Context: an optimization exercise on an open-source flow, tuned for small area and a short achievable clock period. The choices shown serve that exercise and are no tape-out recipe.
Only simulation tests tie the RTL to the original design; equivalence was not proved.

==> design/flow/config.mk <==
export PLATFORM = sky130hd
export DESIGN_NAME = top_diannao_node_vMAX
export DESIGN_NICKNAME = top_diannao_node_vMAX
export VERILOG_FILES = /design/flow/design.v
export SDC_FILE = /design/flow/constraint.sdc
export NUM_CORES = 8
export LEC_CHECK = 0
export ABC_AREA = 1
export CAP_MARGIN = 10
export CORE_MARGIN = 2
export CORE_UTILIZATION = 40
export SETUP_SLACK_MARGIN = 5
export SLEW_MARGIN = 10
export SYNTH_HIERARCHICAL = 1
==> design/flow/design.v <==
module nfu_fa (input a, input b, input c, output s, output co);
    wire x = a ^ b;
    assign s = x ^ c;
    assign co = (a & b) | (c & x);
endmodule
module nfu_ha (input a, input b, output s, output co);
    assign s = a ^ b;
    assign co = a & b;
endmodule
module top_diannao_node_vMAX (
        clk,
        i_inputs,
        i_synapses,
        i_op,
        i_nbout,
        i_load,
        o_to_edram
    );
    input           clk;
    input  [255:0]  i_inputs;
    input  [255:0]  i_synapses;
    input  [0:0]    i_op;
    input  [15:0]   i_nbout;
    input           i_load;
    output [15:0]   o_to_edram;
    function gt16;
        input [15:0] a, b;
        reg [15:0] g0, l0;
        reg [7:0] g1, l1;
        reg [3:0] g2, l2;
        reg [1:0] g3, l3;
        integer i;
        begin
            g0 = a & ~b;
            l0 = ~a & b;
            for (i = 0; i < 8; i = i + 1) begin
                g1[i] = g0[2*i+1] | (~l0[2*i+1] & g0[2*i]);
                l1[i] = l0[2*i+1] | (~g0[2*i+1] & l0[2*i]);
            end
            for (i = 0; i < 4; i = i + 1) begin
                g2[i] = g1[2*i+1] | (~l1[2*i+1] & g1[2*i]);
                l2[i] = l1[2*i+1] | (~g1[2*i+1] & l1[2*i]);
            end
            for (i = 0; i < 2; i = i + 1) begin
                g3[i] = g2[2*i+1] | (~l2[2*i+1] & g2[2*i]);
                l3[i] = l2[2*i+1] | (~g2[2*i+1] & l2[2*i]);
            end
            gt16 = g3[1] | (~l3[1] & g3[0]);
        end
    endfunction
    function [15:0] max4;
        input [15:0] a, b, c, d;
        reg ab, ac, ad, bc, bd, cd;
        begin
            ab = gt16(a, b);
            ac = gt16(a, c);
            ad = gt16(a, d);
            bc = gt16(b, c);
            bd = gt16(b, d);
            cd = gt16(c, d);
            max4 = ({16{ab & ac & ad}} & a) | ({16{~ab & bc & bd}} & b) |
                   ({16{~ac & ~bc & cd}} & c) | ({16{~ad & ~bd & ~cd}} & d);
        end
    endfunction
    function [15:0] max4t;
        input [15:0] a, b, c, d;
        reg [15:0] m0, m1;
        begin
            m0 = gt16(a, b) ? a : b;
            m1 = gt16(c, d) ? c : d;
            max4t = gt16(m0, m1) ? m0 : m1;
        end
    endfunction
    function [31:0] csa4;
        input [15:0] a, b, c, d;
        reg [15:0] x1, s1, c1, x2;
        begin
            x1 = a ^ b;
            s1 = x1 ^ c;
            c1 = {(a[14:0] & b[14:0]) | (c[14:0] & x1[14:0]), 1'b0};
            x2 = s1 ^ c1;
            csa4 = {(s1[14:0] & c1[14:0]) | (d[14:0] & x2[14:0]), 1'b0, x2 ^ d};
        end
    endfunction
    reg  [239:0] mag_a;
    reg  [239:0] mag_b;
    reg  [15:0]  sgn1;
    reg  [239:0] cs0, cs1;
    reg  [15:0]  csc;
    reg  [15:0]  sgn2;
    reg  [63:0]  gsum0, gmax;
    reg  [59:0]  gsum1;       
    reg  [15:0]  rsum0, rmax;
    reg  [15:1]  rsum1;
    reg  [15:0]  out_reg;     
    reg  [15:0]  out_copy;    
    assign o_to_edram = out_copy;
    wire [239:0] h0_all, h1_all;
    wire [15:0]  ci_all;
    wire [255:0] prod;
    genvar j, k;
    generate
        for (j = 0; j < 16; j = j + 1) begin : lane
            always @(posedge clk) begin
                mag_a[15*j +: 15] <= i_inputs[16*j +: 15];
                mag_b[15*j +: 15] <= i_synapses[16*j +: 15];
                sgn1[j]           <= i_inputs[16*j+15] ^ i_synapses[16*j+15];
            end
            wire [17:0] bq = {2'b00, mag_b[15*j +: 15], 1'b0};
            wire [7:0]  one0, two0, neg0;
            genvar i;
            for (i = 0; i < 8; i = i + 1) begin : dig
                assign one0[i] = bq[2*i+1] ^ bq[2*i];
                assign two0[i] = (bq[2*i+2] & ~bq[2*i+1] & ~bq[2*i]) | (~bq[2*i+2] & bq[2*i+1] & bq[2*i]);
                assign neg0[i] = bq[2*i+2];
            end
            wire [8:0]  ext = -{neg0[4], 1'b0, neg0[3], 1'b0, neg0[2], 1'b0, neg0[1], 1'b0, neg0[0]};
            wire [14:0] h0, h1;
            wire        ci;
            wire pp1;
            wire pp2;
            wire pp3;
            wire pp4;
            wire pp5;
            wire pp6;
            wire pp7;
            wire pp8;
            wire pp9;
            wire pp10;
            wire pp11;
            wire pp12;
            wire pp13;
            wire pp14;
            wire pp15;
            wire pp16;
            wire pp17;
            wire pp18;
            wire pp19;
            wire pp20;
            wire pp21;
            wire pp22;
            wire pp23;
            wire pp24;
            wire pp25;
            wire pp26;
            wire pp27;
            wire pp28;
            wire pp29;
            wire pp30;
            wire pp31;
            wire pp32;
            wire pp33;
            wire pp34;
            wire pp35;
            wire pp36;
            wire pp37;
            wire pp38;
            wire pp39;
            wire pp40;
            wire pp41;
            wire pp42;
            wire pp43;
            wire pp44;
            wire pp45;
            wire pp46;
            wire pp47;
            wire pp48;
            wire pp49;
            wire pp50;
            wire pp51;
            wire pp52;
            wire pp53;
            wire pp54;
            wire pp55;
            wire pp56;
            wire pp57;
            wire pp58;
            wire pp59;
            wire pp60;
            wire pp61;
            wire pp62;
            wire pp63;
            wire pp64;
            wire pp65;
            wire pp66;
            wire pp67;
            wire pp68;
            wire pp69;
            wire pp70;
            wire pp71;
            wire pp72;
            wire pp73;
            wire pp74;
            wire pp75;
            wire pp76;
            wire pp77;
            wire pp78;
            wire pp79;
            wire pp80;
            wire pp81;
            wire pp82;
            wire pp83;
            wire pp84;
            wire pp85;
            wire pp86;
            wire pp87;
            wire pp88;
            wire pp89;
            wire pp90;
            wire pp91;
            wire pp92;
            wire pp93;
            wire pp94;
            wire pp95;
            wire pp96;
            wire pp97;
            wire pp98;
            wire pp99;
            wire pp100;
            wire pp101;
            wire pp102;
            wire pp103;
            wire pp104;
            wire pp105;
            wire pp106;
            wire pp107;
            wire pp108;
            wire pp109;
            wire pp110;
            wire pp111;
            wire pp112;
            wire pp113;
            wire pp114;
            wire pp115;
            wire pp116;
            wire pp117;
            wire pp118;
            wire pp119;
            wire s120;
            wire c121;
            wire s122;
            wire c123;
            wire s124;
            wire c125;
            wire s126;
            wire c127;
            wire s128;
            wire c129;
            wire s130;
            wire c131;
            wire s132;
            wire c133;
            wire s134;
            wire c135;
            wire s136;
            wire c137;
            wire s138;
            wire c139;
            wire s140;
            wire c141;
            wire s142;
            wire c143;
            wire s144;
            wire c145;
            wire s146;
            wire c147;
            wire s148;
            wire c149;
            wire s150;
            wire c151;
            wire s152;
            wire c153;
            wire s154;
            wire c155;
            wire s156;
            wire c157;
            wire s158;
            wire c159;
            wire s160;
            wire c161;
            wire s162;
            wire c163;
            wire s164;
            wire c165;
            wire s166;
            wire c167;
            wire s168;
            wire c169;
            wire s170;
            wire c171;
            wire s172;
            wire c173;
            wire s174;
            wire c175;
            wire s176;
            wire c177;
            wire s178;
            wire c179;
            wire s180;
            wire c181;
            wire s182;
            wire c183;
            wire s184;
            wire c185;
            wire s186;
            wire c187;
            wire s188;
            wire c189;
            wire s190;
            wire c191;
            wire s192;
            wire c193;
            wire s194;
            wire c195;
            wire s196;
            wire c197;
            wire s198;
            wire c199;
            wire s200;
            wire c201;
            wire s202;
            wire c203;
            wire s204;
            wire c205;
            wire s206;
            wire c207;
            wire s208;
            wire c209;
            wire s210;
            wire c211;
            wire s212;
            wire c213;
            wire s214;
            wire c215;
            wire s216;
            wire c217;
            wire s218;
            wire c219;
            wire s220;
            wire c221;
            wire s222;
            wire c223;
            wire s224;
            wire c225;
            wire s226;
            wire c227;
            wire s228;
            wire c229;
            wire s230;
            wire c231;
            wire s232;
            wire c233;
            wire s234;
            wire c235;
            wire s236;
            wire c237;
            wire s238;
            wire c239;
            wire s240;
            wire c241;
            wire s242;
            wire c243;
            wire s244;
            wire c245;
            wire s246;
            wire c247;
            wire s248;
            wire c249;
            wire s250;
            wire c251;
            wire s252;
            wire c253;
            wire s254;
            wire c255;
            wire s256;
            wire c257;
            wire s258;
            wire c259;
            wire s260;
            wire c261;
            wire s262;
            wire c263;
            wire s264;
            wire c265;
            wire s266;
            wire c267;
            wire s268;
            wire c269;
            wire s270;
            wire c271;
            wire s272;
            wire c273;
            wire s274;
            wire c275;
            wire s276;
            wire c277;
            wire s278;
            wire c279;
            wire s280;
            wire c281;
            wire s282;
            wire c283;
            wire s284;
            wire c285;
            wire s286;
            wire c287;
            wire s288;
            wire c289;
            wire s290;
            wire c291;
            wire s292;
            wire c293;
            wire s294;
            wire c295;
            wire s296;
            wire c297;
            wire s298;
            wire c299;
            wire s300;
            wire c301;
            wire s302;
            wire c303;
            wire s304;
            wire c305;
            wire s306;
            wire c307;
            wire s308;
            wire c309;
            wire s310;
            wire c311;
            wire s312;
            wire c313;
            wire s314;
            wire c315;
            wire s316;
            wire c317;
            wire s318;
            wire c319;
            wire s320;
            wire c321;
            wire s322;
            wire c323;
            wire s324;
            wire c325;
            wire s326;
            wire c327;
            wire s328;
            wire c329;
            wire s330;
            wire c331;
            wire s332;
            wire c333;
            wire s334;
            wire c335;
            wire s336;
            wire c337;
            assign pp1 = ((one0[0] & mag_a[15*j+0])) ^ neg0[0];
            assign pp2 = ((one0[0] & mag_a[15*j+1]) | (two0[0] & mag_a[15*j+0])) ^ neg0[0];
            assign pp3 = ((one0[0] & mag_a[15*j+2]) | (two0[0] & mag_a[15*j+1])) ^ neg0[0];
            assign pp4 = ((one0[0] & mag_a[15*j+3]) | (two0[0] & mag_a[15*j+2])) ^ neg0[0];
            assign pp5 = ((one0[0] & mag_a[15*j+4]) | (two0[0] & mag_a[15*j+3])) ^ neg0[0];
            assign pp6 = ((one0[0] & mag_a[15*j+5]) | (two0[0] & mag_a[15*j+4])) ^ neg0[0];
            assign pp7 = ((one0[0] & mag_a[15*j+6]) | (two0[0] & mag_a[15*j+5])) ^ neg0[0];
            assign pp8 = ((one0[0] & mag_a[15*j+7]) | (two0[0] & mag_a[15*j+6])) ^ neg0[0];
            assign pp9 = ((one0[0] & mag_a[15*j+8]) | (two0[0] & mag_a[15*j+7])) ^ neg0[0];
            assign pp10 = ((one0[0] & mag_a[15*j+9]) | (two0[0] & mag_a[15*j+8])) ^ neg0[0];
            assign pp11 = ((one0[0] & mag_a[15*j+10]) | (two0[0] & mag_a[15*j+9])) ^ neg0[0];
            assign pp12 = ((one0[0] & mag_a[15*j+11]) | (two0[0] & mag_a[15*j+10])) ^ neg0[0];
            assign pp13 = ((one0[0] & mag_a[15*j+12]) | (two0[0] & mag_a[15*j+11])) ^ neg0[0];
            assign pp14 = ((one0[0] & mag_a[15*j+13]) | (two0[0] & mag_a[15*j+12])) ^ neg0[0];
            assign pp15 = ((one0[0] & mag_a[15*j+14]) | (two0[0] & mag_a[15*j+13])) ^ neg0[0];
            assign pp16 = ((two0[0] & mag_a[15*j+14])) ^ neg0[0];
            assign pp17 = ((one0[1] & mag_a[15*j+0])) ^ neg0[1];
            assign pp18 = ((one0[1] & mag_a[15*j+1]) | (two0[1] & mag_a[15*j+0])) ^ neg0[1];
            assign pp19 = ((one0[1] & mag_a[15*j+2]) | (two0[1] & mag_a[15*j+1])) ^ neg0[1];
            assign pp20 = ((one0[1] & mag_a[15*j+3]) | (two0[1] & mag_a[15*j+2])) ^ neg0[1];
            assign pp21 = ((one0[1] & mag_a[15*j+4]) | (two0[1] & mag_a[15*j+3])) ^ neg0[1];
            assign pp22 = ((one0[1] & mag_a[15*j+5]) | (two0[1] & mag_a[15*j+4])) ^ neg0[1];
            assign pp23 = ((one0[1] & mag_a[15*j+6]) | (two0[1] & mag_a[15*j+5])) ^ neg0[1];
            assign pp24 = ((one0[1] & mag_a[15*j+7]) | (two0[1] & mag_a[15*j+6])) ^ neg0[1];
            assign pp25 = ((one0[1] & mag_a[15*j+8]) | (two0[1] & mag_a[15*j+7])) ^ neg0[1];
            assign pp26 = ((one0[1] & mag_a[15*j+9]) | (two0[1] & mag_a[15*j+8])) ^ neg0[1];
            assign pp27 = ((one0[1] & mag_a[15*j+10]) | (two0[1] & mag_a[15*j+9])) ^ neg0[1];
            assign pp28 = ((one0[1] & mag_a[15*j+11]) | (two0[1] & mag_a[15*j+10])) ^ neg0[1];
            assign pp29 = ((one0[1] & mag_a[15*j+12]) | (two0[1] & mag_a[15*j+11])) ^ neg0[1];
            assign pp30 = ((one0[1] & mag_a[15*j+13]) | (two0[1] & mag_a[15*j+12])) ^ neg0[1];
            assign pp31 = ((one0[1] & mag_a[15*j+14]) | (two0[1] & mag_a[15*j+13])) ^ neg0[1];
            assign pp32 = ((two0[1] & mag_a[15*j+14])) ^ neg0[1];
            assign pp33 = ((one0[2] & mag_a[15*j+0])) ^ neg0[2];
            assign pp34 = ((one0[2] & mag_a[15*j+1]) | (two0[2] & mag_a[15*j+0])) ^ neg0[2];
            assign pp35 = ((one0[2] & mag_a[15*j+2]) | (two0[2] & mag_a[15*j+1])) ^ neg0[2];
            assign pp36 = ((one0[2] & mag_a[15*j+3]) | (two0[2] & mag_a[15*j+2])) ^ neg0[2];
            assign pp37 = ((one0[2] & mag_a[15*j+4]) | (two0[2] & mag_a[15*j+3])) ^ neg0[2];
            assign pp38 = ((one0[2] & mag_a[15*j+5]) | (two0[2] & mag_a[15*j+4])) ^ neg0[2];
            assign pp39 = ((one0[2] & mag_a[15*j+6]) | (two0[2] & mag_a[15*j+5])) ^ neg0[2];
            assign pp40 = ((one0[2] & mag_a[15*j+7]) | (two0[2] & mag_a[15*j+6])) ^ neg0[2];
            assign pp41 = ((one0[2] & mag_a[15*j+8]) | (two0[2] & mag_a[15*j+7])) ^ neg0[2];
            assign pp42 = ((one0[2] & mag_a[15*j+9]) | (two0[2] & mag_a[15*j+8])) ^ neg0[2];
            assign pp43 = ((one0[2] & mag_a[15*j+10]) | (two0[2] & mag_a[15*j+9])) ^ neg0[2];
            assign pp44 = ((one0[2] & mag_a[15*j+11]) | (two0[2] & mag_a[15*j+10])) ^ neg0[2];
            assign pp45 = ((one0[2] & mag_a[15*j+12]) | (two0[2] & mag_a[15*j+11])) ^ neg0[2];
            assign pp46 = ((one0[2] & mag_a[15*j+13]) | (two0[2] & mag_a[15*j+12])) ^ neg0[2];
            assign pp47 = ((one0[2] & mag_a[15*j+14]) | (two0[2] & mag_a[15*j+13])) ^ neg0[2];
            assign pp48 = ((two0[2] & mag_a[15*j+14])) ^ neg0[2];
            assign pp49 = ((one0[3] & mag_a[15*j+0])) ^ neg0[3];
            assign pp50 = ((one0[3] & mag_a[15*j+1]) | (two0[3] & mag_a[15*j+0])) ^ neg0[3];
            assign pp51 = ((one0[3] & mag_a[15*j+2]) | (two0[3] & mag_a[15*j+1])) ^ neg0[3];
            assign pp52 = ((one0[3] & mag_a[15*j+3]) | (two0[3] & mag_a[15*j+2])) ^ neg0[3];
            assign pp53 = ((one0[3] & mag_a[15*j+4]) | (two0[3] & mag_a[15*j+3])) ^ neg0[3];
            assign pp54 = ((one0[3] & mag_a[15*j+5]) | (two0[3] & mag_a[15*j+4])) ^ neg0[3];
            assign pp55 = ((one0[3] & mag_a[15*j+6]) | (two0[3] & mag_a[15*j+5])) ^ neg0[3];
            assign pp56 = ((one0[3] & mag_a[15*j+7]) | (two0[3] & mag_a[15*j+6])) ^ neg0[3];
            assign pp57 = ((one0[3] & mag_a[15*j+8]) | (two0[3] & mag_a[15*j+7])) ^ neg0[3];
            assign pp58 = ((one0[3] & mag_a[15*j+9]) | (two0[3] & mag_a[15*j+8])) ^ neg0[3];
            assign pp59 = ((one0[3] & mag_a[15*j+10]) | (two0[3] & mag_a[15*j+9])) ^ neg0[3];
            assign pp60 = ((one0[3] & mag_a[15*j+11]) | (two0[3] & mag_a[15*j+10])) ^ neg0[3];
            assign pp61 = ((one0[3] & mag_a[15*j+12]) | (two0[3] & mag_a[15*j+11])) ^ neg0[3];
            assign pp62 = ((one0[3] & mag_a[15*j+13]) | (two0[3] & mag_a[15*j+12])) ^ neg0[3];
            assign pp63 = ((one0[3] & mag_a[15*j+14]) | (two0[3] & mag_a[15*j+13])) ^ neg0[3];
            assign pp64 = ((two0[3] & mag_a[15*j+14])) ^ neg0[3];
            assign pp65 = ((one0[4] & mag_a[15*j+0])) ^ neg0[4];
            assign pp66 = ((one0[4] & mag_a[15*j+1]) | (two0[4] & mag_a[15*j+0])) ^ neg0[4];
            assign pp67 = ((one0[4] & mag_a[15*j+2]) | (two0[4] & mag_a[15*j+1])) ^ neg0[4];
            assign pp68 = ((one0[4] & mag_a[15*j+3]) | (two0[4] & mag_a[15*j+2])) ^ neg0[4];
            assign pp69 = ((one0[4] & mag_a[15*j+4]) | (two0[4] & mag_a[15*j+3])) ^ neg0[4];
            assign pp70 = ((one0[4] & mag_a[15*j+5]) | (two0[4] & mag_a[15*j+4])) ^ neg0[4];
            assign pp71 = ((one0[4] & mag_a[15*j+6]) | (two0[4] & mag_a[15*j+5])) ^ neg0[4];
            assign pp72 = ((one0[4] & mag_a[15*j+7]) | (two0[4] & mag_a[15*j+6])) ^ neg0[4];
            assign pp73 = ((one0[4] & mag_a[15*j+8]) | (two0[4] & mag_a[15*j+7])) ^ neg0[4];
            assign pp74 = ((one0[4] & mag_a[15*j+9]) | (two0[4] & mag_a[15*j+8])) ^ neg0[4];
            assign pp75 = ((one0[4] & mag_a[15*j+10]) | (two0[4] & mag_a[15*j+9])) ^ neg0[4];
            assign pp76 = ((one0[4] & mag_a[15*j+11]) | (two0[4] & mag_a[15*j+10])) ^ neg0[4];
            assign pp77 = ((one0[4] & mag_a[15*j+12]) | (two0[4] & mag_a[15*j+11])) ^ neg0[4];
            assign pp78 = ((one0[4] & mag_a[15*j+13]) | (two0[4] & mag_a[15*j+12])) ^ neg0[4];
            assign pp79 = ((one0[4] & mag_a[15*j+14]) | (two0[4] & mag_a[15*j+13])) ^ neg0[4];
            assign pp80 = ((two0[4] & mag_a[15*j+14])) ^ neg0[4];
            assign pp81 = ((one0[5] & mag_a[15*j+0])) ^ neg0[5];
            assign pp82 = ((one0[5] & mag_a[15*j+1]) | (two0[5] & mag_a[15*j+0])) ^ neg0[5];
            assign pp83 = ((one0[5] & mag_a[15*j+2]) | (two0[5] & mag_a[15*j+1])) ^ neg0[5];
            assign pp84 = ((one0[5] & mag_a[15*j+3]) | (two0[5] & mag_a[15*j+2])) ^ neg0[5];
            assign pp85 = ((one0[5] & mag_a[15*j+4]) | (two0[5] & mag_a[15*j+3])) ^ neg0[5];
            assign pp86 = ((one0[5] & mag_a[15*j+5]) | (two0[5] & mag_a[15*j+4])) ^ neg0[5];
            assign pp87 = ((one0[5] & mag_a[15*j+6]) | (two0[5] & mag_a[15*j+5])) ^ neg0[5];
            assign pp88 = ((one0[5] & mag_a[15*j+7]) | (two0[5] & mag_a[15*j+6])) ^ neg0[5];
            assign pp89 = ((one0[5] & mag_a[15*j+8]) | (two0[5] & mag_a[15*j+7])) ^ neg0[5];
            assign pp90 = ((one0[5] & mag_a[15*j+9]) | (two0[5] & mag_a[15*j+8])) ^ neg0[5];
            assign pp91 = ((one0[5] & mag_a[15*j+10]) | (two0[5] & mag_a[15*j+9])) ^ neg0[5];
            assign pp92 = ((one0[5] & mag_a[15*j+11]) | (two0[5] & mag_a[15*j+10])) ^ neg0[5];
            assign pp93 = ((one0[5] & mag_a[15*j+12]) | (two0[5] & mag_a[15*j+11])) ^ neg0[5];
            assign pp94 = ((one0[5] & mag_a[15*j+13]) | (two0[5] & mag_a[15*j+12])) ^ neg0[5];
            assign pp95 = ((one0[5] & mag_a[15*j+14]) | (two0[5] & mag_a[15*j+13])) ^ neg0[5];
            assign pp96 = ((one0[6] & mag_a[15*j+0])) ^ neg0[6];
            assign pp97 = ((one0[6] & mag_a[15*j+1]) | (two0[6] & mag_a[15*j+0])) ^ neg0[6];
            assign pp98 = ((one0[6] & mag_a[15*j+2]) | (two0[6] & mag_a[15*j+1])) ^ neg0[6];
            assign pp99 = ((one0[6] & mag_a[15*j+3]) | (two0[6] & mag_a[15*j+2])) ^ neg0[6];
            assign pp100 = ((one0[6] & mag_a[15*j+4]) | (two0[6] & mag_a[15*j+3])) ^ neg0[6];
            assign pp101 = ((one0[6] & mag_a[15*j+5]) | (two0[6] & mag_a[15*j+4])) ^ neg0[6];
            assign pp102 = ((one0[6] & mag_a[15*j+6]) | (two0[6] & mag_a[15*j+5])) ^ neg0[6];
            assign pp103 = ((one0[6] & mag_a[15*j+7]) | (two0[6] & mag_a[15*j+6])) ^ neg0[6];
            assign pp104 = ((one0[6] & mag_a[15*j+8]) | (two0[6] & mag_a[15*j+7])) ^ neg0[6];
            assign pp105 = ((one0[6] & mag_a[15*j+9]) | (two0[6] & mag_a[15*j+8])) ^ neg0[6];
            assign pp106 = ((one0[6] & mag_a[15*j+10]) | (two0[6] & mag_a[15*j+9])) ^ neg0[6];
            assign pp107 = ((one0[6] & mag_a[15*j+11]) | (two0[6] & mag_a[15*j+10])) ^ neg0[6];
            assign pp108 = ((one0[6] & mag_a[15*j+12]) | (two0[6] & mag_a[15*j+11])) ^ neg0[6];
            assign pp109 = ((one0[7] & mag_a[15*j+0])) ^ 1'b0;
            assign pp110 = ((one0[7] & mag_a[15*j+1]) | (two0[7] & mag_a[15*j+0])) ^ 1'b0;
            assign pp111 = ((one0[7] & mag_a[15*j+2]) | (two0[7] & mag_a[15*j+1])) ^ 1'b0;
            assign pp112 = ((one0[7] & mag_a[15*j+3]) | (two0[7] & mag_a[15*j+2])) ^ 1'b0;
            assign pp113 = ((one0[7] & mag_a[15*j+4]) | (two0[7] & mag_a[15*j+3])) ^ 1'b0;
            assign pp114 = ((one0[7] & mag_a[15*j+5]) | (two0[7] & mag_a[15*j+4])) ^ 1'b0;
            assign pp115 = ((one0[7] & mag_a[15*j+6]) | (two0[7] & mag_a[15*j+5])) ^ 1'b0;
            assign pp116 = ((one0[7] & mag_a[15*j+7]) | (two0[7] & mag_a[15*j+6])) ^ 1'b0;
            assign pp117 = ((one0[7] & mag_a[15*j+8]) | (two0[7] & mag_a[15*j+7])) ^ 1'b0;
            assign pp118 = ((one0[7] & mag_a[15*j+9]) | (two0[7] & mag_a[15*j+8])) ^ 1'b0;
            assign pp119 = ((one0[7] & mag_a[15*j+10]) | (two0[7] & mag_a[15*j+9])) ^ 1'b0;
            nfu_ha HA121 (.a(sgn1[j]), .b(neg0[4]), .s(s120), .co(c121));
            nfu_ha HA123 (.a(sgn1[j]), .b(pp10), .s(s122), .co(c123));
            nfu_fa FA125 (.a(neg0[5]), .b(pp11), .c(pp25), .s(s124), .co(c125));
            nfu_ha HA127 (.a(pp12), .b(pp26), .s(s126), .co(c127));
            nfu_fa FA129 (.a(neg0[6]), .b(pp13), .c(pp27), .s(s128), .co(c129));
            nfu_ha HA131 (.a(pp41), .b(pp55), .s(s130), .co(c131));
            nfu_fa FA133 (.a(pp14), .b(pp28), .c(pp42), .s(s132), .co(c133));
            nfu_ha HA135 (.a(pp56), .b(pp70), .s(s134), .co(c135));
            nfu_fa FA137 (.a(pp15), .b(pp29), .c(pp43), .s(s136), .co(c137));
            nfu_fa FA139 (.a(pp57), .b(pp71), .c(pp85), .s(s138), .co(c139));
            nfu_fa FA141 (.a(pp16), .b(pp30), .c(pp44), .s(s140), .co(c141));
            nfu_fa FA143 (.a(pp58), .b(pp72), .c(pp86), .s(s142), .co(c143));
            nfu_fa FA145 (.a(ext[0]), .b(pp31), .c(pp45), .s(s144), .co(c145));
            nfu_fa FA147 (.a(pp59), .b(pp73), .c(pp87), .s(s146), .co(c147));
            nfu_fa FA149 (.a(ext[1]), .b(pp32), .c(pp46), .s(s148), .co(c149));
            nfu_fa FA151 (.a(pp60), .b(pp74), .c(pp88), .s(s150), .co(c151));
            nfu_fa FA153 (.a(ext[2]), .b(pp47), .c(pp61), .s(s152), .co(c153));
            nfu_ha HA155 (.a(pp75), .b(pp89), .s(s154), .co(c155));
            nfu_fa FA157 (.a(ext[3]), .b(pp48), .c(pp62), .s(s156), .co(c157));
            nfu_ha HA159 (.a(pp76), .b(pp90), .s(s158), .co(c159));
            nfu_fa FA161 (.a(ext[4]), .b(pp63), .c(pp77), .s(s160), .co(c161));
            nfu_ha HA163 (.a(ext[5]), .b(pp64), .s(s162), .co(c163));
            nfu_ha HA165 (.a(sgn1[j]), .b(neg0[2]), .s(s164), .co(c165));
            nfu_ha HA167 (.a(sgn1[j]), .b(pp6), .s(s166), .co(c167));
            nfu_fa FA169 (.a(sgn1[j]), .b(neg0[3]), .c(pp7), .s(s168), .co(c169));
            nfu_ha HA171 (.a(pp21), .b(pp35), .s(s170), .co(c171));
            nfu_fa FA173 (.a(sgn1[j]), .b(pp8), .c(pp22), .s(s172), .co(c173));
            nfu_ha HA175 (.a(pp36), .b(pp50), .s(s174), .co(c175));
            nfu_fa FA177 (.a(pp9), .b(pp23), .c(pp37), .s(s176), .co(c177));
            nfu_fa FA179 (.a(pp51), .b(pp65), .c(s120), .s(s178), .co(c179));
            nfu_fa FA181 (.a(pp24), .b(pp38), .c(pp52), .s(s180), .co(c181));
            nfu_fa FA183 (.a(pp66), .b(c121), .c(s122), .s(s182), .co(c183));
            nfu_fa FA185 (.a(pp39), .b(pp53), .c(pp67), .s(s184), .co(c185));
            nfu_fa FA187 (.a(pp81), .b(c123), .c(s124), .s(s186), .co(c187));
            nfu_fa FA189 (.a(pp40), .b(pp54), .c(pp68), .s(s188), .co(c189));
            nfu_fa FA191 (.a(pp82), .b(s126), .c(c125), .s(s190), .co(c191));
            nfu_fa FA193 (.a(pp69), .b(pp83), .c(pp96), .s(s192), .co(c193));
            nfu_fa FA195 (.a(c127), .b(s130), .c(s128), .s(s194), .co(c195));
            nfu_fa FA197 (.a(pp84), .b(pp97), .c(c131), .s(s196), .co(c197));
            nfu_fa FA199 (.a(s134), .b(c129), .c(s132), .s(s198), .co(c199));
            nfu_fa FA201 (.a(pp98), .b(pp109), .c(c135), .s(s200), .co(c201));
            nfu_fa FA203 (.a(c133), .b(s136), .c(s138), .s(s202), .co(c203));
            nfu_fa FA205 (.a(pp99), .b(pp110), .c(c137), .s(s204), .co(c205));
            nfu_fa FA207 (.a(c139), .b(s140), .c(s142), .s(s206), .co(c207));
            nfu_fa FA209 (.a(pp100), .b(pp111), .c(c141), .s(s208), .co(c209));
            nfu_fa FA211 (.a(c143), .b(s144), .c(s146), .s(s210), .co(c211));
            nfu_fa FA213 (.a(pp101), .b(pp112), .c(c145), .s(s212), .co(c213));
            nfu_fa FA215 (.a(c147), .b(s148), .c(s150), .s(s214), .co(c215));
            nfu_fa FA217 (.a(pp102), .b(pp113), .c(s154), .s(s216), .co(c217));
            nfu_fa FA219 (.a(c149), .b(c151), .c(s152), .s(s218), .co(c219));
            nfu_fa FA221 (.a(pp103), .b(pp114), .c(c155), .s(s220), .co(c221));
            nfu_fa FA223 (.a(s158), .b(c153), .c(s156), .s(s222), .co(c223));
            nfu_fa FA225 (.a(pp91), .b(pp104), .c(pp115), .s(s224), .co(c225));
            nfu_fa FA227 (.a(c159), .b(c157), .c(s160), .s(s226), .co(c227));
            nfu_fa FA229 (.a(pp78), .b(pp92), .c(pp105), .s(s228), .co(c229));
            nfu_fa FA231 (.a(pp116), .b(s162), .c(c161), .s(s230), .co(c231));
            nfu_fa FA233 (.a(ext[6]), .b(pp79), .c(pp93), .s(s232), .co(c233));
            nfu_fa FA235 (.a(pp106), .b(pp117), .c(c163), .s(s234), .co(c235));
            nfu_fa FA237 (.a(ext[7]), .b(pp80), .c(pp94), .s(s236), .co(c237));
            nfu_ha HA239 (.a(pp107), .b(pp118), .s(s238), .co(c239));
            nfu_fa FA241 (.a(ext[8]), .b(pp95), .c(pp108), .s(s240), .co(c241));
            nfu_ha HA243 (.a(sgn1[j]), .b(neg0[1]), .s(s242), .co(c243));
            nfu_ha HA245 (.a(sgn1[j]), .b(pp4), .s(s244), .co(c245));
            nfu_fa FA247 (.a(pp5), .b(pp19), .c(pp33), .s(s246), .co(c247));
            nfu_fa FA249 (.a(pp20), .b(pp34), .c(c165), .s(s248), .co(c249));
            nfu_fa FA251 (.a(pp49), .b(c167), .c(s170), .s(s250), .co(c251));
            nfu_fa FA253 (.a(c171), .b(s174), .c(c169), .s(s252), .co(c253));
            nfu_fa FA255 (.a(c175), .b(c173), .c(s176), .s(s254), .co(c255));
            nfu_fa FA257 (.a(c177), .b(c179), .c(s180), .s(s256), .co(c257));
            nfu_fa FA259 (.a(c181), .b(s184), .c(c183), .s(s258), .co(c259));
            nfu_fa FA261 (.a(c185), .b(s188), .c(s190), .s(s260), .co(c261));
            nfu_fa FA263 (.a(c189), .b(s192), .c(c191), .s(s262), .co(c263));
            nfu_fa FA265 (.a(c193), .b(s196), .c(c195), .s(s264), .co(c265));
            nfu_fa FA267 (.a(c197), .b(s200), .c(c199), .s(s266), .co(c267));
            nfu_fa FA269 (.a(c201), .b(s204), .c(c203), .s(s268), .co(c269));
            nfu_fa FA271 (.a(c205), .b(s208), .c(c207), .s(s270), .co(c271));
            nfu_fa FA273 (.a(c209), .b(s212), .c(c211), .s(s272), .co(c273));
            nfu_fa FA275 (.a(c213), .b(s216), .c(c215), .s(s274), .co(c275));
            nfu_fa FA277 (.a(c217), .b(s220), .c(c219), .s(s276), .co(c277));
            nfu_fa FA279 (.a(s224), .b(c221), .c(c223), .s(s278), .co(c279));
            nfu_fa FA281 (.a(c225), .b(s228), .c(s230), .s(s280), .co(c281));
            nfu_fa FA283 (.a(c229), .b(s232), .c(s234), .s(s282), .co(c283));
            nfu_fa FA285 (.a(s238), .b(c233), .c(s236), .s(s284), .co(c285));
            nfu_fa FA287 (.a(pp119), .b(c239), .c(c237), .s(s286), .co(c287));
            nfu_ha HA289 (.a(sgn1[j]), .b(neg0[0]), .s(s288), .co(c289));
            nfu_ha HA291 (.a(sgn1[j]), .b(pp2), .s(s290), .co(c291));
            nfu_fa FA293 (.a(pp3), .b(pp17), .c(s242), .s(s292), .co(c293));
            nfu_fa FA295 (.a(pp18), .b(c243), .c(s244), .s(s294), .co(c295));
            nfu_fa FA297 (.a(s164), .b(c245), .c(s246), .s(s296), .co(c297));
            nfu_fa FA299 (.a(s166), .b(c247), .c(s248), .s(s298), .co(c299));
            nfu_fa FA301 (.a(c249), .b(s168), .c(s250), .s(s300), .co(c301));
            nfu_fa FA303 (.a(s172), .b(c251), .c(s252), .s(s302), .co(c303));
            nfu_fa FA305 (.a(s178), .b(c253), .c(s254), .s(s304), .co(c305));
            nfu_fa FA307 (.a(s182), .b(c255), .c(s256), .s(s306), .co(c307));
            nfu_fa FA309 (.a(c257), .b(s186), .c(s258), .s(s308), .co(c309));
            nfu_fa FA311 (.a(c187), .b(c259), .c(s260), .s(s310), .co(c311));
            nfu_fa FA313 (.a(s194), .b(s262), .c(c261), .s(s312), .co(c313));
            nfu_fa FA315 (.a(s198), .b(c263), .c(s264), .s(s314), .co(c315));
            nfu_fa FA317 (.a(s202), .b(c265), .c(s266), .s(s316), .co(c317));
            nfu_fa FA319 (.a(s206), .b(c267), .c(s268), .s(s318), .co(c319));
            nfu_fa FA321 (.a(s210), .b(c269), .c(s270), .s(s320), .co(c321));
            nfu_fa FA323 (.a(s214), .b(c271), .c(s272), .s(s322), .co(c323));
            nfu_fa FA325 (.a(s218), .b(c273), .c(s274), .s(s324), .co(c325));
            nfu_fa FA327 (.a(s222), .b(c275), .c(s276), .s(s326), .co(c327));
            nfu_fa FA329 (.a(s226), .b(c277), .c(s278), .s(s328), .co(c329));
            nfu_fa FA331 (.a(c227), .b(c279), .c(s280), .s(s330), .co(c331));
            nfu_fa FA333 (.a(c231), .b(s282), .c(c281), .s(s332), .co(c333));
            nfu_fa FA335 (.a(c235), .b(s284), .c(c283), .s(s334), .co(c335));
            nfu_fa FA337 (.a(s240), .b(s286), .c(c285), .s(s336), .co(c337));
            wire [9:0] la = {s306, s304, s302, s300, s298, s296, s294, s292, s290, s288};
            wire [9:0] lb = {c305, c303, c301, c299, c297, c295, c293, c291, c289, pp1};
            wire [9:0] lg = la & lb;
            wire [9:0] lp = la | lb;
            wire g10 = lg[1] | (lp[1] & lg[0]);
            wire g32 = lg[3] | (lp[3] & lg[2]), p32 = lp[3] & lp[2];
            wire g54 = lg[5] | (lp[5] & lg[4]), p54 = lp[5] & lp[4];
            wire g76 = lg[7] | (lp[7] & lg[6]), p76 = lp[7] & lp[6];
            wire g98 = lg[9] | (lp[9] & lg[8]), p98 = lp[9] & lp[8];
            wire g30 = g32 | (p32 & g10);
            wire g74 = g76 | (p76 & g54), p74 = p76 & p54;
            wire g70 = g74 | (p74 & g30);
            assign ci = g98 | (p98 & g70);
            assign h0 = {s336, s334, s332, s330, s328, s326, s324, s322, s320, s318, s316, s314, s312, s310, s308};
            assign h1 = {c335, c333, c331, c329, c327, c325, c323, c321, c319, c317, c315, c313, c311, c309, c307};
            assign h0_all[15*j +: 15] = h0;
            assign h1_all[15*j +: 15] = h1;
            assign ci_all[j] = ci;
            wire [15:0] psum = {cs0[15*j +: 15], 1'b1} + {cs1[15*j +: 15], csc[j]};
            assign prod[16*j +: 16] = {sgn2[j], psum[15:1]};
        end
    endgenerate
    wire [63:0] gsum0_d, gsum1_d, gmax_d;
    generate
        for (k = 0; k < 4; k = k + 1) begin : grp
            wire [15:0] p0 = prod[64*k +: 16];
            wire [15:0] p1 = prod[64*k+16 +: 16];
            wire [15:0] p2 = prod[64*k+32 +: 16];
            wire [15:0] p3 = prod[64*k+48 +: 16];
            assign {gsum1_d[16*k +: 16], gsum0_d[16*k +: 16]} = csa4(p0, p1, p2, p3);
            assign gmax_d[16*k +: 16] = max4(p0, p1, p2, p3);
        end
    endgenerate
    wire [15:0] gs0 = gsum0[15:0]  + {gsum1[14:0],  1'b0};
    wire [15:0] gs1 = gsum0[31:16] + {gsum1[29:15], 1'b0};
    wire [15:0] gs2 = gsum0[47:32] + {gsum1[44:30], 1'b0};
    wire [15:0] gs3 = gsum0[63:48] + {gsum1[59:45], 1'b0};
    wire [31:0] ss = csa4(gs0, gs1, gs2, gs3);
    wire [15:0] sm = max4(gs0, gs1, gs2, gs3);
    wire [31:0] ms = csa4(gmax[15:0], gmax[31:16], gmax[47:32], gmax[63:48]);
    wire [15:0] mm = max4t(gmax[15:0], gmax[31:16], gmax[47:32], gmax[63:48]);
    wire [15:0] rs1 = {rsum1, 1'b0};
    wire [15:0] fx  = rsum0 ^ rs1;
    wire [15:0] fs  = fx ^ out_reg;
    wire [15:0] fc  = {(rsum0[14:0] & rs1[14:0]) | (out_reg[14:0] & fx[14:0]), 1'b0};
    wire [15:0] fin_sum = fs + fc;
    wire        take = gt16(rmax, out_reg);
    wire [15:0] fin_max = take ? rmax : out_reg;
    wire [15:0] fin     = i_op[0] ? fin_max : fin_sum;
    wire [15:0] fin_max_c = ({16{take}} & rmax) | ({16{~take}} & out_reg);
    wire [15:0] fin_c     = i_op[0] ? fin_max_c : fin_sum;
    always @(posedge clk) begin
        cs0     <= h0_all;
        cs1     <= h1_all;
        csc     <= ci_all;
        sgn2    <= sgn1;
        gsum0   <= gsum0_d;
        gsum1   <= {gsum1_d[63:49], gsum1_d[47:33], gsum1_d[31:17], gsum1_d[15:1]};
        gmax    <= gmax_d;
        rsum0   <= i_op[0] ? ms[15:0]  : ss[15:0];
        rsum1   <= i_op[0] ? ms[31:17] : ss[31:17];
        rmax    <= i_op[0] ? mm : sm;
        out_reg <= i_load ? fin : i_nbout;
        out_copy <= i_load ? fin_c : i_nbout;
    end
endmodule
==> design/flow/constraint.sdc <==
create_clock -name core_clock -period 12.0 [get_ports {clk}]
set_input_delay 2.4000 -clock core_clock [delete_from_list [all_inputs] [get_ports {clk}]]
set_output_delay 2.4000 -clock core_clock [all_outputs]
set_load 0.01 [all_outputs]
==> design/flow/flow/run.sh <==
#!/bin/bash
# Standard ORFS layout (the standard.sh, standard synthesis unchanged), with
# extra settings for timing repair, clock tree and port buffers.
set -euo pipefail
bash standard.sh SETUP_SLACK_MARGIN=8.2 CTS_CLUSTER_SIZE=30 CTS_CLUSTER_DIAMETER=80 "BUFFER_PORTS_ARGS=-buffer_cell sky130_fd_sc_hd__buf_1" finish > standard.log 2>&1
==> design/flow/standard.sh <==
#!/bin/bash
# synth_recipe.tcl (not shown) runs the flow's synth.tcl, then flattens the netlist and writes it again
# the make line also repeats each setting of config.mk as NAME=value (left out here)
make -C /OpenROAD-flow-scripts/flow DESIGN_CONFIG=/design/flow/config.mk WORK_HOME=/design/flow/orfs CLKGATE_MAP_FILE= SYNTH_SCRIPT=/design/flow/synth_recipe.tcl "${@:-finish}"
==> impl_metrics.csv, run 1 <==
group,metric,value,unit
floorplanning,die_area,339000,um^2
cells_and_area,area_growth,9.47,%
logic_synthesis,ys_ff_latch,1275,
route,drt-initial-drc-count,9214,
global_route,met1_usage,31.7,%
clock_network,path_clk_slew,0.08,ns
route,vias,112000,
global_route,grt_pass1_wl,625000,um
route,via_per_inst,5.41,
critical_path,cp_slowest_stage_delay,0.37,ns
global_route,busiest_layer,"met2",
timing,fin_crit_sh,31.6,%
global_route,grt_max_degree,61,
cells_and_area,drive_gt1_share,5.14,%
clock_network,clk_path_buf_depth,4,
logic_synthesis,netlist_area,134000,um^2
floorplanning,core,333000,um^2
logic_synthesis,synth_most_common_cell,"nand2_1",
logic_synthesis,avgSynthCellArea,8.28,um^2
timing,worst-slew-pin-transition,1.11,ns
job,max_cap_violations,0,
global_route,grtUsageMet2,36.9,%
cells_and_area,nets,19300,
status,status,"no timing/DRC/antenna violations",
timing,fin_crit,3.79,ns
floorplanning,die_w,582,um
critical_path,cp_slowest_cell,"dfxtp_4",
logic_synthesis,async_flop_share,0,%
clock_network,tritoncts,"done",
place,hpwl,309000,um
logic_synthesis,syn_nets,19100,
logic_synthesis,synth_edf_count,16,
timing,setup_viol,0,
route,post_drt_wl_per_cell,19.0,um
clock_network,cts_buffers,113,
critical_path,critPathMaxFanout,1,
critical_path,cp.buffers_inverters,1,
global_route,use_met3,3.31,%
logic_synthesis,netlist_instances,16200,
clock_network,cts_sinks,1275,
logic_synthesis,synthDistinctLibCells,64,
clock_network,ctsRootBufferMaster,"clkbuf_16",
critical_path,crit_required,9.60,ns
route,drcViolationCount,0,
clock_network,h-tree-depth,3,
floorplanning,num_rows,212,
logic_synthesis,synth.yosys.seq_area_share,19.2,%
place,portBuffers,546,
clock_network,insertion_delay,0.92,ns
global_route,groute.usage.overall,22.9,%
logic_synthesis,synth_top_area_share,24.7,%
timing,slew_headroom,26.1,%
route,totalWireLength,395000,um
timing,hold_ws,0.600,ns
timing,hold_viol,0,
timing,slew_viol_final,0,
global_route,grt_pass1_vias,110000,
logic_synthesis,synth_top_cell_by_area,"fa_1",
timing,tns,0,ns
route,ant_nets,0,
critical_path,worst_setup_path_start_kind,"flip-flop",
timing,fin_worst_skew,0.0613,ns
logic_synthesis,synth.top_cells.by_count,"nand2_1 (2932), xor2_1 (1783), o22ai_1 (1734)",
critical_path,crit_arrival,1.39,ns
route,first_pass_iters,7,
critical_path,cp_top_family,"flip-flops",
critical_path,path_cells,"buf_6",
logic_synthesis,yosysWarnings,7,
critical_path,critPathKind,"reg2out",
timing,max_clock_freq,264,MHz
floorplanning,ios,547,
clock_network,cts_hold_buf,0,
global_route,antenna_found_initial,12,
logic_synthesis,synth.area.top_cells,"fa_1 (25%), dfxtp_1 (19%), xor2_1 (12%)",
critical_path,crit_path_end_kind,"output pin",
logic_synthesis,synth_flop_cell,"dfxtp_1",
floorplanning,die_h,582,um
worst_hold_path,hp-class,"reg2reg",
place,gp_routability_congestion,0.948,
timing,rsz0062_at_grt,"true",
floorplanning,initial_core_util,40.1,%
global_route,overflow,0,
[per-module statistics from Yosys, one instance, submodules excluded]
module | cells | flops+latches
top_diannao_node_vMAX | 14400 | 1275
nfu_fa | 1 | 0
nfu_ha | 1 | 0
[logic make-up (layout without fill, tap and decap cells)]
logic type      count (synthesis)  after routing  share of synthesized area [%]
mux                             7              7                         0.0524
xor+xnor                     1881           1881                           12.4
other cells                     0              6                              0
flops                        1275           1275                           19.2
simple gates                 5102           5105                           15.8
fa+ha+maj                    2458           2458                           32.2
compound gates               2952           2952                           13.2
buf+inv                      2481           2698                           7.08
[worst paths after layout]
path | start | to | slack (ns) | depth (start not counted)
max | out_copy[11] | o_to_edram[11] | 8.21 | 1
min | rmax[5] | out_copy[5] | 0.60 | 4
max reg2reg | mag_b[71] | cs0[66] | 8.33 | 8
min reg2reg | rmax[5] | out_copy[5] | 0.60 | 4
[metrics by stage]
step	setup slack (ns)	util [%]	instances	instance area (um^2)
global route	8.14	43.9	20800	146000
finish	8.21	43.9	20800	146000
global placement	6.91	41.8	20500	139000
CTS	8.07	43.4	20700	145000
detailed placement	6.89	41.8	20500	139000
floorplan	8.27	-	16200	134000
[layout make-up]
cell class	count	area, um^2
flip-flops and latches	1275	25900
repair buffers	742	3850
repair inverters	2	10.0
fillers	33100	187000
clock inverters	92	1610
diodes	6	15.0
clock buffers	116	2880
multi-input cells	12400	100000
inverters	1746	6590
well taps	4387	5490
[metal layers]
layer	vias to the layer above	wire, um	share of wire [%]
met5	-	10	0.0025
met4	2	13200	3.3
met3	521	26500	6.7
met2	3774	181000	46
met1	54500	174000	44
li1	53500	-	-
[timing repair]
item / in CTS / in global routing
endpoints found under the setup margin: 577 / 396
pin swaps: 8 / 21
gates cloned: 2 / 3
setup buffers: 15 / 56
resized for setup: 203 / 321
[cells in the final DEF (no fill, tap or decap), drive strengths merged, types with 17 or more instances in the layout]
master / Yosys / final
xnor2: 89 / 89
dfxtp: 1259 / 1259
a31oi: 17 / 17
nand2: 2966 / 2967
inv: 1679 / 1722
clkinv: 67 / 103
o22ai: 1734 / 1734
nor2: 1025 / 1025
nand4: 180 / 180
a22oi: 18 / 18
a21o: 23 / 23
o21ai: 400 / 400
o21a: 30 / 30
nand3: 778 / 779
ha: 810 / 810
xor2: 1792 / 1792
a21oi: 556 / 556
buf: 131 / 741
o21bai: 67 / 67
o211ai: 29 / 29
nor3: 67 / 67
nand3b: 64 / 65
a21boi: 35 / 35
fa: 1647 / 1647
clkbuf: 604 / 117
==> inputs of run 2 (changes only) <==
==> design/flow/flow/run.sh (replaced) <==
#!/bin/bash
# Standard ORFS layout (the standard.sh, standard synthesis unchanged), with
# extra settings for timing repair, clock tree and port buffers.
set -euo pipefail
bash standard.sh SETUP_SLACK_MARGIN=8.5 CTS_CLUSTER_SIZE=30 CTS_CLUSTER_DIAMETER=80 "BUFFER_PORTS_ARGS=-buffer_cell sky130_fd_sc_hd__buf_1" finish > standard.log 2>&1
--- a/design/flow/config.mk
+++ b/design/flow/config.mk
@@ -8,3 +8,3 @@
 export ABC_AREA = 1
-export CAP_MARGIN = 10
+export CAP_MARGIN = 20
 export CORE_MARGIN = 2
@@ -12,3 +12,3 @@
 export SETUP_SLACK_MARGIN = 5
-export SLEW_MARGIN = 10
+export SLEW_MARGIN = 20
 export SYNTH_HIERARCHICAL = 1
==> run 2 against run 1 <==
Worst hold slack better by 0.014 ns. Sequential cell count unchanged. Maximum frequency increased by 0.63%. Register-to-register slack improved by 0.23 ns. Utilization up 2.0 points. Die area unchanged. Non-clock buffer count up 375. Routed wire length is 3.9% higher. Synthesized area is the same.
==> impl_metrics.csv, run 2 <==
group,metric,value,unit
status,status,"no timing/DRC/antenna violations",
floorplanning,initial_core_util,40.1,%
floorplanning,core,333000,um^2
route,drt-initial-drc-count,9247,
timing,fin_crit,3.77,ns
timing,max_clock_freq,265,MHz
cells_and_area,fillerInstances,32800,
critical_path,critPathMaxFanout,1,
logic_synthesis,async_flop_share,0,%
place,preCtsSetupSlack,7.42,ns
clock_network,ctsRootBufferMaster,"clkbuf_16",
timing,rsz0062_at_grt,"true",
route,ant_nets,0,
logic_synthesis,synth.yosys.seq_area_share,19.2,%
timing,worst-slew-pin-transition,0.921,ns
route,first_pass_iters,8,
floorplanning,num_rows,212,
timing,slew_headroom,38.4,%
floorplanning,die_area,339000,um^2
route,via_per_inst,5.44,
worst_hold_path,hp-class,"reg2reg",
job,max_cap_violations,0,
logic_synthesis,synth_top_cell_by_area,"fa_1",
cells_and_area,nets,19700,
logic_synthesis,synth_flop_cell,"dfxtp_1",
logic_synthesis,synth.area.top_cells,"fa_1 (25%), dfxtp_1 (19%), xor2_1 (12%)",
critical_path,crit_arrival,1.37,ns
clock_network,tritoncts,"done",
global_route,antenna_found_initial,9,
route,vias,115000,
timing,fin_worst_skew,0.0520,ns
global_route,grt_pass1_vias,111000,
critical_path,cp_slowest_cell,"dfxtp_4",
cells_and_area,drive_gt1_share,10.5,%
clock_network,cts_sinks,1275,
timing,fin_crit_sh,31.4,%
place,portBuffers,546,
clock_network,cts_hold_buf,0,
floorplanning,ios,547,
logic_synthesis,netlist_instances,16200,
route,drcViolationCount,0,
timing,slew_viol_final,0,
clock_network,h-tree-depth,3,
clock_network,path_clk_slew,0.09,ns
critical_path,path_cells,"buf_6",
logic_synthesis,synth.top_cells.by_count,"nand2_1 (2932), xor2_1 (1783), o22ai_1 (1734)",
global_route,grt_pass1_wl,631000,um
global_route,groute.usage.overall,23.1,%
logic_synthesis,syn_nets,19100,
global_route,grt_max_degree,64,
floorplanning,die_w,582,um
place,hpwl,311000,um
logic_synthesis,synth_edf_count,16,
logic_synthesis,ys_ff_latch,1275,
logic_synthesis,synth_most_common_cell,"nand2_1",
route,post_drt_wl_per_cell,19.4,um
place,gp_routability_congestion,0.951,
critical_path,cp.buffers_inverters,1,
cells_and_area,area_growth,14.5,%
critical_path,critPathKind,"reg2out",
critical_path,cp_slowest_stage_delay,0.37,ns
critical_path,crit_path_end_kind,"output pin",
clock_network,cts_buffers,107,
logic_synthesis,avgSynthCellArea,8.28,um^2
cells_and_area,mostFrequentLayoutCell,"nand2_1",
logic_synthesis,synth_top_area_share,24.7,%
global_route,overflow,0,
timing,hold_viol,0,
clock_network,insertion_delay,0.91,ns
logic_synthesis,yosysWarnings,7,
route,totalWireLength,411000,um
timing,setup_viol,0,
critical_path,cp_top_family,"flip-flops",
critical_path,crit_required,9.60,ns
logic_synthesis,netlist_area,134000,um^2
timing,setup_slack,8.23,ns
critical_path,worst_setup_path_start_kind,"flip-flop",
floorplanning,die_h,582,um
clock_network,clk_path_buf_depth,4,
logic_synthesis,synthDistinctLibCells,64,
cells_and_area,layout_common_cells,"nand2_1 (2756), xor2_1 (1727), o22ai_1 (1710), fa_1 (1631), inv_1 (1544)",
timing,tns,0,ns
run 2: kinds of logic after synthesis:
| logic type | count (synthesis) | share of synthesized area, % |
|---|---|---|
| buffers and inverters | 2481 | 7.08 |
| XOR/XNOR | 1881 | 12.4 |
| flip-flops | 1275 | 19.2 |
| multiplexers | 7 | 0.0524 |
| adder cells (fa/ha/maj) | 2458 | 32.2 |
| AO/OA/AOI/OAI | 2952 | 13.2 |
| AND/OR/NAND/NOR | 5102 | 15.8 |
run 2: modules after synthesis (local to each module, per instance):
module	cell area [um^2]	flip-flops and latches	times used	cells
nfu_fa	20.0	0	1472	1
nfu_ha	12.5	0	272	1
top_diannao_node_vMAX	101000	1275	1	14400
run 2: timing repair:
action | in CTS | in global routing
gates resized for setup | 558 | 901
pin swaps | 49 | 214
endpoints found under the setup margin | 587 | 440
buffers inserted | 108 | 295
cloned | 4 | 47
run 2: worst paths after layout:
kind	start	to	slack, ns	cells after the start
setup reg to reg	mag_b[142]	cs0[146]	8.56	10
hold / removal	out_reg[0]	out_copy[0]	0.61	2
hold reg to reg	out_reg[0]	out_copy[0]	0.61	2
setup / recovery	out_copy[13]	o_to_edram[13]	8.23	1
run 2: final cells by class:
class / count / area (um^2) / area share (%)
well taps: 4387 / 5490 / 3.58
repair inverters: 7 / 52.6 / 0.0343
clock inverters: 84 / 1360 / 0.888
clock buffers: 113 / 2730 / 1.78
inverters: 1746 / 6760 / 4.41
flip-flops and latches: 1275 / 26000 / 17.0
multi-input cells: 12400 / 103000 / 67.0
diodes: 4 / 10.0 / 0.00653
repair buffers: 1117 / 8100 / 5.29
run 2: metrics by stage:
| stage | hold slack (ns) | cells | util, % | area [um^2] |
|---|---|---|---|---|
| floorplan | 0.503 | 16200 | - | 134000 |
| global placement | 0.600 | 20500 | 41.8 | 139000 |
| detailed placement | 0.610 | 20500 | 41.8 | 139000 |
| CTS | 0.628 | 20800 | 44.0 | 147000 |
| global route | 0.661 | 21100 | 46.0 | 153000 |
| finish | 0.614 | 21100 | 46.0 | 153000 |
run 2: layer usage:
| layer | global-route usage [%] | vias to the layer above | wire length, um |
|---|---|---|---|
| met5 | 0 | - | 37 |
| met4 | 7.58 | 6 | 14800 |
| met3 | 2.79 | 594 | 25400 |
| met2 | 37.4 | 3938 | 189000 |
| met1 | 32.0 | 56100 | 181000 |
| li1 | - | 54300 | - |
==> inputs of run 3 (changes only) <==
==> design/flow/flow/run.sh (replaced) <==
#!/bin/bash
# Standard ORFS layout (the standard.sh, standard synthesis unchanged), with
# extra settings for timing repair, clock tree and port buffers.
set -euo pipefail
bash standard.sh SETUP_SLACK_MARGIN=8.2 MATCH_CELL_FOOTPRINT=0 CTS_CLUSTER_SIZE=30 CTS_CLUSTER_DIAMETER=80 "BUFFER_PORTS_ARGS=-buffer_cell sky130_fd_sc_hd__buf_1" finish > standard.log 2>&1
==> run 3 against run 2 <==
Routed wire length shrank 3.8%. Setup slack lost 0.023 ns. Via count shrank 2.4%. Worst hold slack is essentially flat. First-iteration DRC count shrank 2.4%. Maximum frequency shrank 0.60%. Final cell count shrank 1.8%. Highest routed layer unchanged.
==> impl_metrics.csv, run 3 <==
group,metric,value,unit
critical_path,critPathKind,"reg2out",
logic_synthesis,yosysWarnings,7,
timing,max_clock_freq,264,MHz
critical_path,crit_required,9.60,ns
critical_path,cp_slowest_stage_delay,0.38,ns
timing,tns,0,ns
critical_path,cp.buffers_inverters,1,
global_route,groute.usage.overall,22.9,%
global_route,antenna_found_initial,11,
clock_network,cts_sinks,1275,
cells_and_area,layout.cells.non_filler,20800,
place,hpwl,309000,um
critical_path,crit_path_end_kind,"output pin",
logic_synthesis,synth_top_area_share,24.7,%
global_route,overflow,0,
clock_network,h-tree-depth,3,
job,max_cap_violations,0,
logic_synthesis,synthDistinctLibCells,64,
logic_synthesis,synth_flop_cell,"dfxtp_1",
logic_synthesis,synth.top_cells.by_count,"nand2_1 (2932), xor2_1 (1783), o22ai_1 (1734)",
timing,fin_worst_skew,0.0542,ns
route,dr_wl_met3,25400,um
route,post_drt_wl_per_cell,19.0,um
clock_network,path_clk_slew,0.09,ns
logic_synthesis,ys_ff_latch,1275,
critical_path,crit_arrival,1.39,ns
cells_and_area,nets,19300,
logic_synthesis,synth_most_common_cell,"nand2_1",
route,via_per_inst,5.40,
timing,slew_viol_final,0,
place,dpl_cell_area,139000,um^2
route,first_pass_iters,7,
logic_synthesis,netlist_area,134000,um^2
place,preCtsSetupSlack,6.89,ns
logic_synthesis,synth_edf_count,16,
critical_path,reg2reg_from,"mag_b[202]",
floorplanning,die_h,582,um
route,ant_nets,0,
floorplanning,core,333000,um^2
timing,fin_crit,3.79,ns
timing,worst-slew-pin-transition,1.08,ns
route,wl_met2,181000,um
cells_and_area,layout_common_cells,"nand2_1 (2849), xor2_1 (1751), o22ai_1 (1734), fa_1 (1645), inv_1 (1635)",
critical_path,reg2reg_depth,10,
critical_path,rrSetupSlack,8.32,ns
critical_path,cp_slowest_cell,"dfxtp_2",
clock_network,ctsRootBufferMaster,"clkbuf_16",
critical_path,critPathMaxFanout,1,
floorplanning,initial_core_util,40.1,%
timing,fin_crit_sh,31.6,%
clock_network,tritoncts,"done",
critical_path,worst_setup_path_start_kind,"flip-flop",
critical_path,cp_top_family,"flip-flops",
worst_hold_path,hold_end,"out_copy[0]",
global_route,grt_pass1_wl,625000,um
logic_synthesis,netlist_instances,16200,
logic_synthesis,avgSynthCellArea,8.28,um^2
clock_network,cts_hold_buf,0,
logic_synthesis,synth_top_cell_by_area,"fa_1",
cells_and_area,area_growth,9.33,%
route,drt-initial-drc-count,9023,
floorplanning,ios,547,
timing,hold_viol,0,
cells_and_area,drive_gt1_share,5.05,%
timing,setup_slack,8.21,ns
route,drt-met1-wl,176000,um
cells_and_area,final_area,146000,um^2
global_route,grt_pass1_vias,110000,
status,status,"no timing/DRC/antenna violations",
critical_path,rr_endpoint,"cs0[200]",
logic_synthesis,syn_nets,19100,
timing,rsz0062_at_grt,"true",
worst_hold_path,hp-class,"reg2reg",
worst_hold_path,hold_depth,2,
cells_and_area,regArea,25900,um^2
route,totalWireLength,395000,um
timing,hold_ws,0.614,ns
worst_hold_path,worstHoldStart,"out_reg[0]",
logic_synthesis,synth.area.top_cells,"fa_1 (25%), dfxtp_1 (19%), xor2_1 (12%)",
route,drcViolationCount,0,
critical_path,path_cells,"buf_6",
clock_network,cts_buffers,111,
floorplanning,die_area,339000,um^2
cells_and_area,multiInputGateArea,100000,um^2
logic_synthesis,synth.yosys.seq_area_share,19.2,%
global_route,grt_max_degree,61,
logic_synthesis,async_flop_share,0,%
place,gp_routability_congestion,0.948,
floorplanning,num_rows,212,
route,vias,112000,
clock_network,clk_path_buf_depth,4,
timing,setup_viol,0,
floorplanning,die_w,582,um
cells_and_area,fillerInstances,33100,
cells_and_area,mostFrequentLayoutCell,"nand2_1",
clock_network,insertion_delay,0.91,ns
place,dp.cells,20500,
route,top_layer,"met5",
timing,slew_headroom,27.9,%
place,portBuffers,546,
-- run 3: logic make-up (layout without fill, tap and decap cells) --
logic type	count (synthesis)	count (layout)	synth area share [%]
compound gates	2952	2952	13.2
xor+xnor	1881	1881	12.4
fa+ha+maj	2458	2458	32.2
buf+inv	2481	2693	7.08
flops	1275	1275	19.2
mux	7	7	0.0524
other cells	0	6	0
simple gates	5102	5105	15.8
-- run 3: timing repair --
action	in CTS	in global routing
setup endpoints to repair	570	416
setup buffers	21	46
pin swaps	9	16
resized for setup	213	296
gates cloned	2	2
-- run 3: modules after synthesis (local to each module, per instance) --
| module | cells inside | copies in the design | flip-flops and latches |
|---|---|---|---|
| nfu_fa | 1 | 1472 | 0 |
| top_diannao_node_vMAX | 14400 | 1 | 1275 |
| nfu_ha | 1 | 272 | 0 |
-- run 3: stage by stage --
stage	utilization, %
6_report	43.9
4_1_cts	43.4
5_1_grt	43.9
3_5_place_dp	41.8
3_3_place_gp	41.8
2_1_floorplan	-
-- run 3: layout make-up --
cell class	count	share of cell area (%)
well taps	4387	3.75
clock buffers	116	1.93
repair inverters	1	0.00342
inverters	1746	4.51
repair buffers	742	2.63
diodes	6	0.0103
multi-input cells	12400	68.4
clock inverters	88	1.09
flip-flops and latches	1275	17.7
-- run 3: per-layer routing --
layer,vias to the layer above,global-route usage (%)
met1,54500,31.8
met5,-,0
met2,3716,36.9
met3,496,2.90
li1,53500,-
met4,2,7.12
-- run 3: worst max-delay path by stage --
stage / start / endpoint / slack, ns / depth (start not counted)
after CTS: mag_b[200] / csc[13] / 8.08 / 12
after detailed placement: i_op[0] / out_reg[3] / 6.89 / 4
after global routing: cs0[81] / gmax[31] / 8.16 / 22
after floorplan: i_op[0] / out_reg[0] / 8.27 / 5
final: out_copy[12] / o_to_edram[12] / 8.21 / 1
after global placement: i_op[0] / out_reg[1] / 6.91 / 4
-- run 3: tightest hold or removal path, stage by stage, from the launching register on --
cell	delay (ns)
edfxtp_1	0.41
o21ai_0	0.10
nand2_1	0.07

static timing again, ports no longer ideal:
No port has a modelled driver above. Below, the same layouts with a new extraction and two added sets of constraints.
Step 1 assumes that a clkbuf_16 drives the clock port and a buf_2 every other input.
Step 2 moves the port delays by t, midway between the first and last clock arrival at a register: inputs arrive t later, outputs are due t later. That takes back most of the time a late clock gives input paths.
Slacks: ideal / step 1 / step 2; pairs: ideal / step 1.
run	t (ns)	slack for setup (ns)	worst slew at a driven data input, ns
run 1	0.994	8.205 / 8.097 / 7.503	0.14
run 2	0.999	8.229 / 8.117 / 7.731	0.13
run 3	0.994	8.206 / 8.098 / 7.454	0.13
After both steps every run listed still meets setup and hold. The setup slack of run 3, which loses most, moves by -0.108 ns with the drivers and by -0.752 ns with both steps.
